This is an optimization exercise on Yosys and OpenROAD, whose aim is small area and a short achievable clock period, not a production implementation.
RTL that was checked went through simulation tests only; none was proved equivalent to the original.
Power is estimated from default activity; no workload was simulated.

Setup of rev 12:
==> flow/design.v (excerpt) <==
module NEURON(Clock, SignA, SignB, SignC, SignD, ExponentA, ExponentB, ExponentC, ExponentD, MantissaA, MantissaB, MantissaC, MantissaD, SignOut, ExponentOut, MantissaOut, SignOut1, ExponentOut1, MantissaOut1, SignOut2, ExponentOut2, MantissaOut2);
input Clock;
input SignA;
input SignB;
input SignC;
input SignD;
input [4:0] ExponentA;
input [4:0] ExponentB;
input [4:0] ExponentC;
input [4:0] ExponentD;
input [5:0] MantissaA;
input [5:0] MantissaB;
input [5:0] MantissaC;
input [5:0] MantissaD;
output SignOut, SignOut1, SignOut2;
output [4:0] ExponentOut, ExponentOut1, ExponentOut2;
output [5:0] MantissaOut, MantissaOut1, MantissaOut2;
wire [5:0] e1, e2;
wire [4:1] k1, k2;
MUL6_HA ea0 (ExponentA[0], ExponentB[0], e1[0], k1[1]);
MUL6_HA ec0 (ExponentC[0], ExponentD[0], e2[0], k2[1]);
genvar i;
generate for (i = 1; i < 5; i = i + 1) begin : eadd
  if (i < 4) begin : mid
    MUL6_FA ea (ExponentA[i], ExponentB[i], k1[i], e1[i], k1[i+1]);
    MUL6_FA ec (ExponentC[i], ExponentD[i], k2[i], e2[i], k2[i+1]);
  end else begin : top
    MUL6_FA ea (ExponentA[i], ExponentB[i], k1[i], e1[i], e1[5]);
    MUL6_FA ec (ExponentC[i], ExponentD[i], k2[i], e2[i], e2[5]);
  end
end endgenerate
reg [5:0] r_ma, r_mb, r_mc, r_md;
reg [5:0] r_e1, r_e2;    
reg r_t1, r_t2;          
always @(posedge Clock) begin
  r_ma <= MantissaA; r_mb <= MantissaB; r_mc <= MantissaC; r_md <= MantissaD;
  r_e1 <= e1;
  r_e2 <= e2;
  r_t1 <= SignA ~^ SignB;
  r_t2 <= SignC ~^ SignD;
end
wire [6:0] xd = {1'b0, r_e1} + {1'b0, ~r_e2};
wire e1_gt = xd[6];
wire e_eq = &xd[5:0];
wire e2_gt = ~e1_gt & ~e_eq;
wire [5:0] xd1 = xd[5:0] + 6'd1;
wire [5:0] ediff = e1_gt ? xd1 : ~xd[5:0];
wire [3:0] dsat = ediff[3:0] | {4{ediff[5] | ediff[4]}};
wire [11:0] p1, p2;
genvar q, gi, gj;
generate for (q = 0; q < 2; q = q + 1) begin : mul
  wire [5:0] a = q ? r_mc : r_ma;
  wire [5:0] b = q ? r_md : r_mb;
  wire [11:0] p;
  wire [5:0] pp [0:5];
  ...
Settings: LEC_CHECK=0, CAP_MARGIN=20, CORE_MARGIN=2, CORE_UTILIZATION=55, CTS_BUF_LIST=sky130_fd_sc_hd__clkbuf_8, SLEW_MARGIN=20, SYNTH_HIERARCHICAL=1, TNS_END_PERCENT=5; clock period 11.0 ns.
standard.sh (not shown) runs the stock make flow with config.mk's settings and CLKGATE_MAP_FILE= SYNTH_SCRIPT=/design/flow/synth_recipe.tcl, a recipe that flattens the netlist after the stock synthesis.
==> flow/flow/run.sh <==
#!/bin/bash
# The standard layout, with plain buf_1 cells as port buffers and timing
# repair aiming below the clock period (paths with less than SETUP_SLACK_MARGIN
# ns of slack are repaired).
set -euo pipefail
export BUFFER_PORTS_ARGS="-buffer_cell sky130_fd_sc_hd__buf_1"
export SETUP_SLACK_MARGIN=7.3
bash standard.sh > standard_flow.log 2>&1
Inputs modified between rev 12 and rev 13:
--- a/flow/design.v
+++ b/flow/design.v
@@ -181,18 +181,17 @@
 wire ge32 = E[5];
 wire ge31 = E[5] | &E[4:0];
 wire ge30 = E[5] | &E[4:1];
 wire ge29 = E[5] | (&E[4:2] & (E[1] | E[0]));
 wire ge28 = E[5] | &E[4:2];
 wire e0 = ~|E;
-reg q_s, q_sn, q_zero, q_ge33, q_ge32, q_eq31, q_eq30, q_eq29, q_eq28;
+reg q_s, q_zero, q_ge33, q_ge32, q_eq31, q_eq30, q_eq29, q_eq28;
 reg [5:0] q_m;
 reg [4:0] q_e;
 always @(posedge Clock) begin
   q_s <= s;
-  q_sn <= ~s;
   q_m <= m;
   q_e <= E[4:0];
   q_zero <= ~s & e0 & z;
   q_ge33 <= ge33;
   q_ge32 <= ge32;
   q_eq31 <= ge31 & ~ge32;
@@ -216,13 +215,13 @@
   else if (q_eq28) begin te = 5'b01100; tm = 6'b011110; end
   else begin te = 5'b01011; tm = 6'b001000; end
 end
 reg [4:0] se; reg [5:0] sm;
 always @* begin
   if (zero) begin se = 5'b01110; sm = 6'b000000; end
-  else if (q_sn) begin
+  else if (~q_s) begin
     if (q_ge33) begin se = 5'b00000; sm = 6'b000000; end
     else if (eq32) begin se = 5'b01011; sm = 6'b000000; end
     else if (q_eq31 & q_m432) begin se = 5'b01100; sm = 6'b010000; end
     else if ((q_eq30 & q_m54) | q_eq31) begin se = 5'b01101; sm = 6'b000001; end
     else if (q_eq30) begin se = 5'b01101; sm = 6'b011000; end
     else begin se = 5'b01101; sm = 6'b110100; end
Notes after the runs:
- Across rev 12 and rev 13, none had a timing, DRC or antenna violation.
- Compared with rev 12, in rev 13 die footprint higher, overall routed net length +3.6%.
- Peak supply drop: lower on rev 13
- Against rev 12, rev 13 reports a count of clock tree sinks that is lower.
- Comparing rev 13 against rev 12, there is no change at all in hold buffer count at cts.
- Summary of rev 13 over rev 12: part of the total power dissipated in the clock network fell 0.6 points; area fraction in compound gates after synthesis rose 0.49 points.
- From rev 12 to rev 13 the numbers moved as follows: cell area went up about 0.9%, post-synthesis mux area share climbed 0.94 points, final cycle utilization of the critical path now sits at about the same level.
Function not checked in rev 13: the RTL went through the layout flow alone.

## static timing again, ports no longer ideal
How much do the figures lean on ideal ports? The routed layouts below were timed once more, with nothing changed but the port constraints. Step 1, drivers: a clkbuf_16 drives Clock and a buf_2 each remaining input, both assumed. Step 2 adds t to the input delays and takes it off the output delays; t is the mean of the earliest and latest rising clock arrival at the registers after step 1. Input paths then give back, and output paths get back, about the clock's delay inside the block. Three values: ideal ports, drivers, drivers and shift; two values: the first two.
run	t (ns)	setup WS [ns]	worst setup path after step 2	worst slew at a driven data input, ns
rev 12	0.401	7.171 / 7.135 / 6.924	input to register	0.03
rev 13	0.408	7.182 / 7.148 / 6.939	input to register	0.03
After both steps setup and hold are still met in every run listed. For rev 12, which loses most, drivers alone change the setup slack by -0.036 ns; drivers and shift together by -0.247 ns.
